Context: an optimization exercise on an open-source flow, tuned for small area. The choices shown serve that exercise and are no tape-out recipe.
Where RTL was checked, it was by simulation tests only, not by an equivalence proof against the original.
No activity file was given, so power comes from the tool's default toggle rates.

## before
## main
module main( 
   gain, leds, pwm_out, shutdown_b,
   buttons, clk, rst
   );
   input wire clk, rst;
   input  wire  [3:0] buttons;
   output logic       pwm_out;
   output logic       shutdown_b, gain;
   output logic [1:0] leds;
   logic [3:0] buttons_db;
   wire        waveform_rise;
   wire [2:0]  unused_rise;
   debouncer #(.RISE(1)) DB0 (.clk(clk), .rst(rst), .bouncy_in(buttons[0]),
                              .debounced_out(buttons_db[0]), .rise(waveform_rise));
   debouncer DB1 (.clk(clk), .rst(rst), .bouncy_in(buttons[1]),
                  .debounced_out(buttons_db[1]), .rise(unused_rise[0]));
   debouncer DB2 (.clk(clk), .rst(rst), .bouncy_in(buttons[2]),
                  .debounced_out(buttons_db[2]), .rise(unused_rise[1]));
   debouncer DB3 (.clk(clk), .rst(rst), .bouncy_in(buttons[3]),
                  .debounced_out(buttons_db[3]), .rise(unused_rise[2]));
   logic state;
   always_ff @(posedge clk) begin
      if (rst) begin
         state <= 0;
      end
      if (buttons_db[1]) begin
         state <= 1;
      end else if (|buttons_db) begin
  ...
Size: ~930 cells after synthesis, ~11 I/O pins, roughly 8200 µm² of cells after synthesis.
==> flow/config.mk <==
export PLATFORM = sky130hd
export DESIGN_NAME = main
export DESIGN_NICKNAME = main
export VERILOG_FILES = /design/flow/design.v
export SDC_FILE = /design/flow/constraint.sdc
export NUM_CORES = 4
export LEC_CHECK = 0
export CAP_MARGIN = 20
export CORE_MARGIN = 2
export CORE_UTILIZATION = 70
export SLEW_MARGIN = 20
export SYNTH_MEMORY_MAX_BITS = 16384
==> flow/constraint.sdc <==
create_clock -name core_clock -period 10.0 [get_ports {clk}]
set_input_delay 2.0000 -clock core_clock [delete_from_list [all_inputs] [get_ports {clk}]]
set_output_delay 2.0000 -clock core_clock [all_outputs]
set_load 0.01 [all_outputs]
standard.sh (not shown) runs the stock make flow with config.mk's settings and CLKGATE_MAP_FILE= SYNTH_SCRIPT=/design/flow/synth_recipe.tcl, a recipe that flattens the netlist after the stock synthesis.
==> flow/flow/run.sh <==
#!/bin/bash
# Own layout flow: the standard synthesis, then the combinational logic
# between the flip-flops is re-mapped by ABC for area (flip-flops, their
# names and cell types untouched), checked equivalent by a SAT miter with the
# flip-flops cut, and the standard layout steps run on the result.
# Each tool's output goes to a log file in the work folder.
set -euo pipefail
W=$PWD
F=$W/flow
LIB=$FLOW_HOME/platforms/sky130hd/lib/sky130_fd_sc_hd__tt_025C_1v80.lib
YOSYS=${YOSYS_EXE:-$(command -v yosys || echo $FLOW_HOME/../tools/install/yosys/bin/yosys)}
R=$W/orfs/results/$FLOW_PLATFORM/main/base

bash standard.sh synth > $W/log_1_standard_synth.txt 2>&1
cp $R/1_2_yosys.v $W/synth_standard.v

sed -e "s|@LIB@|$LIB|g" -e "s|@IN@|$W/synth_standard.v|g" -e "s|@OUT@|$W/synth_reopt.v|g" \
    -e "s|@ABC@|$F/area.abc|g" $F/reopt.tcl > $W/reopt_run.tcl
ok=0
if $YOSYS -c $W/reopt_run.tcl > $W/log_2_reopt.txt 2>&1; then
  python3 $F/cutff.py $W/synth_standard.v $W/eq_gold.v gold
  python3 $F/cutff.py $W/synth_reopt.v $W/eq_gate.v gate
  sed -e "s|@LIB@|$LIB|g" -e "s|@GOLD@|$W/eq_gold.v|g" -e "s|@GATE@|$W/eq_gate.v|g" \
      $F/equiv.tcl > $W/equiv_run.tcl
  if $YOSYS -c $W/equiv_run.tcl > $W/log_3_equiv.txt 2>&1 \
     && grep -q "SUCCESS" $W/log_3_equiv.txt \
     && ! grep -q 'assign .*\(>>\|[&|^~]\)' $W/synth_reopt.v \
     && [ "$(grep -c 'sky130_fd_sc_hd__e\?dfxtp_[0-9]' $W/synth_standard.v)" = \
          "$(grep -c 'sky130_fd_sc_hd__e\?dfxtp_[0-9]' $W/synth_reopt.v)" ]; then
    ok=1
  fi
fi
if [ $ok = 1 ]; then
  echo "re-mapped netlist is equivalent: using it" > $W/log_4_choice.txt
  cp $W/synth_reopt.v $R/1_2_yosys.v
  rm -f $R/1_synth.odb $R/1_synth.sdc
else
  echo "re-mapped netlist not used: standard synthesis kept" > $W/log_4_choice.txt
fi
# Clock tree: the standard arguments, with small buffers and without the
# dummy loads CTS adds to balance levels.
export CTS_ARGS="-sink_clustering_enable -repair_clock_nets -dont_use_dummy_load $(cat $F/cts_args.txt)"
bash standard.sh > $W/log_5_layout.txt 2>&1
==> flow/flow/cts_args.txt <==
-buf_list sky130_fd_sc_hd__clkbuf_2
Other scripts of this flow, unchanged in this note and not shown: flow/flow/area.abc, flow/flow/cutff.py, flow/flow/equiv.tcl, flow/flow/reopt.tcl
before reached the final stage; the timing, design-rule and antenna checks on its layout passed.
What after does differently from before at the input level:
- CTS_BUF_LIST: unset -> sky130_fd_sc_hd__clkbuf_4
--- a/flow/flow/run.sh
+++ b/flow/flow/run.sh
@@ -38,6 +38,3 @@
   echo "re-mapped netlist not used: standard synthesis kept" > $W/log_4_choice.txt
 fi
-# Clock tree: the standard arguments, with small buffers and without the
-# dummy loads CTS adds to balance levels.
-export CTS_ARGS="-sink_clustering_enable -repair_clock_nets -dont_use_dummy_load $(cat $F/cts_args.txt)"
 bash standard.sh > $W/log_5_layout.txt 2>&1
removed: flow/flow/cts_args.txt
## What came out
- after completed every stage of the flow, and the final layout passed the timing, design-rule and antenna checks.
- Mean routed wirelength per cell ends up lower on after.
- Any difference in worst hold slack between after and before is small enough to ignore.
- Compared after against before; worst-margin pin slew within noise.
Function was not checked in any run of this note: the RTL went through the layout flow alone.

========
Another version of the RTL of main (not shown whole).
For scale: roughly 900 cells after synthesis, about 11 I/O pins, roughly 0.0079 mm2 of cells after synthesis.
Settings: LEC_CHECK=0, CAP_MARGIN=20, CORE_MARGIN=2, CORE_UTILIZATION=70, SLEW_MARGIN=20, SYNTH_MEMORY_MAX_BITS=16384; clock period 10.0 ns.
==> flow/flow/run.sh <==
#!/bin/bash
# Own layout flow: the standard synthesis, then the combinational logic
# between the flip-flops is re-mapped by ABC for area (flip-flops, their
# names and cell types untouched), checked equivalent by a SAT miter with the
# flip-flops cut, and the standard layout steps run on the result, with the
# clock tree and port buffers set by cts_args.txt and buffer_ports_args.txt.
# Each tool's output goes to a log file in the work folder.
set -euo pipefail
W=$PWD
F=$W/flow
LIB=$FLOW_HOME/platforms/sky130hd/lib/sky130_fd_sc_hd__tt_025C_1v80.lib
YOSYS=${YOSYS_EXE:-$(command -v yosys || echo $FLOW_HOME/../tools/install/yosys/bin/yosys)}
R=$W/orfs/results/$FLOW_PLATFORM/main/base

bash standard.sh synth > $W/log_1_standard_synth.txt 2>&1
cp $R/1_2_yosys.v $W/synth_standard.v

# Twelve ABC runs with different seeds, four at a time; the smallest that is
# proven equivalent is used.
python3 $F/cutff.py $W/synth_standard.v $W/eq_gold.v gold
for k in 1 2 3 4 5 6 7 8 9 10 11 12; do
  (
    sed -e "s|@SEED@|$k|" $F/area.abc > $W/area_$k.abc
    sed -e "s|@LIB@|$LIB|g" -e "s|@IN@|$W/synth_standard.v|g" -e "s|@OUT@|$W/synth_reopt_$k.v|g" \
        -e "s|@ABC@|$W/area_$k.abc|g" $F/reopt.tcl > $W/reopt_run_$k.tcl
    if $YOSYS -c $W/reopt_run_$k.tcl > $W/log_2_reopt_$k.txt 2>&1; then
      python3 $F/cutff.py $W/synth_reopt_$k.v $W/eq_gate_$k.v gate
      sed -e "s|@LIB@|$LIB|g" -e "s|@GOLD@|$W/eq_gold.v|g" -e "s|@GATE@|$W/eq_gate_$k.v|g" \
          $F/equiv.tcl > $W/equiv_run_$k.tcl
      if $YOSYS -c $W/equiv_run_$k.tcl > $W/log_3_equiv_$k.txt 2>&1 \
         && grep -q "SUCCESS" $W/log_3_equiv_$k.txt \
         && ! grep -q 'assign .*\(>>\|[&|^~]\)' $W/synth_reopt_$k.v \
         && [ "$(grep -c 'sky130_fd_sc_hd__e\?dfxtp_[0-9]' $W/synth_standard.v)" = \
              "$(grep -c 'sky130_fd_sc_hd__e\?dfxtp_[0-9]' $W/synth_reopt_$k.v)" ]; then
        grep "Chip area for module '.main'" $W/log_2_reopt_$k.txt | tail -1 | awk -v k=$k '{print $NF, k}' > $W/area_$k.txt
      fi
    fi
  ) &
  if [ $k = 4 ] || [ $k = 8 ]; then wait; fi
done
wait
ok=0
best=$(cat $W/area_*.txt 2>/dev/null | sort -g | head -1 | awk "{print \$2}" || true)
if [ -n "$best" ]; then
  cp $W/synth_reopt_$best.v $W/synth_reopt.v
  ok=1
fi
if [ $ok = 1 ]; then
  echo "re-mapped netlist $best is equivalent and smallest: using it" > $W/log_4_choice.txt; cat $W/area_*.txt >> $W/log_4_choice.txt || true
  cp $W/synth_reopt.v $R/1_2_yosys.v
  rm -f $R/1_synth.odb $R/1_synth.sdc
else
  echo "re-mapped netlist not used: standard synthesis kept" > $W/log_4_choice.txt
fi
# Clock tree: the standard arguments, with small buffers and without the
# dummy loads CTS adds to balance levels.
export CTS_ARGS="-sink_clustering_enable -repair_clock_nets -dont_use_dummy_load $(cat $F/cts_args.txt)"
# Port buffers: every input and output still gets one, of the cell named here.
if [ -f $F/buffer_ports_args.txt ]; then
  export BUFFER_PORTS_ARGS="$(cat $F/buffer_ports_args.txt)"
fi
bash standard.sh > $W/log_5_layout.txt 2>&1
==> flow/flow/area.abc <==
strash; &get -n; &deepsyn -T 60 -S @SEED@; &put; strash; dch -f; &get -n; &nf -a -R 1000; &put
Other scripts of this flow, unchanged in this note and not shown: flow/flow/buffer_ports_args.txt, flow/flow/cts_args.txt, flow/flow/cutff.py, flow/flow/equiv.tcl, flow/flow/reopt.tcl
Then changed:
==> flow/flow/area.abc (replaced) <==
strash; &get -n; &deepsyn -T 100 -S @SEED@; &put; strash; dch -f; &get -n; &nf -a -R 1000; &put
Result: Clock skew does not change; worst setup slack is unchanged; final cell count is unchanged; final area is unchanged; clock power is about the same; utilization does not change; total power stays the same; worst hold slack stays the same.
Then changed:
--- a/flow/flow/run.sh
+++ b/flow/flow/run.sh
@@ -16,8 +16,8 @@
 cp $R/1_2_yosys.v $W/synth_standard.v
 
-# Twelve ABC runs with different seeds, four at a time; the smallest that is
+# Sixteen ABC runs with different seeds, four at a time; the smallest that is
 # proven equivalent is used.
 python3 $F/cutff.py $W/synth_standard.v $W/eq_gold.v gold
-for k in 1 2 3 4 5 6 7 8 9 10 11 12; do
+for k in $(seq 1 16); do
   (
     sed -e "s|@SEED@|$k|" $F/area.abc > $W/area_$k.abc
@@ -37,5 +37,5 @@
     fi
   ) &
-  if [ $k = 4 ] || [ $k = 8 ]; then wait; fi
+  if [ $((k % 4)) = 0 ]; then wait; fi
 done
 wait
==> flow/flow/area.abc (replaced) <==
strash; &get -n; &deepsyn -T 60 -S @SEED@; &put; strash; dch -f; &get -n; &nf -a -R 1000; &put
Critical path depth grows by 3.
Clock power is about the same.
Via count grows slightly.
Routed wire length grows by a few percent.

port drivers added, routing unchanged:
No port has a modelled driver above. Below, the same layouts with a new extraction and two added sets of constraints.
Step 1 (the two cells are an assumption about what drives the block):
set clk [get_ports {clk}]
set_driving_cell -lib_cell sky130_fd_sc_hd__clkbuf_16 $clk
set_driving_cell -lib_cell sky130_fd_sc_hd__buf_2 [delete_from_list [all_inputs] $clk]
Step 2 adds t to the input delays and takes it off the output delays; t is the mean of the earliest and latest rising clock arrival at the registers after step 1. Input paths then give back, and output paths get back, about the clock's delay inside the block.
Slacks: no drivers / after step 1 / after step 2; pairs: no drivers / after step 1.
run	t, ns	setup WS [ns]	worst setup path after step 2	worst register clock-pin slew, ns
before	0.722	5.380 / 5.391 / 4.669	input to register	0.10 / 0.10
after	0.603	5.307 / 5.319 / 4.716	input to register	0.07 / 0.07
the first run of note 2	0.472	5.612 / 5.618 / 5.146	input to register	0.10 / 0.10
the second run of note 2	0.472	5.612 / 5.618 / 5.146	input to register	0.10 / 0.10
the third run of note 2	0.469	5.115 / 5.122 / 4.654	input to register	0.10 / 0.10
After both steps every run listed still meets setup and hold. For before, which loses most, drivers alone change the setup slack by +0.011 ns; drivers and shift together by -0.711 ns.
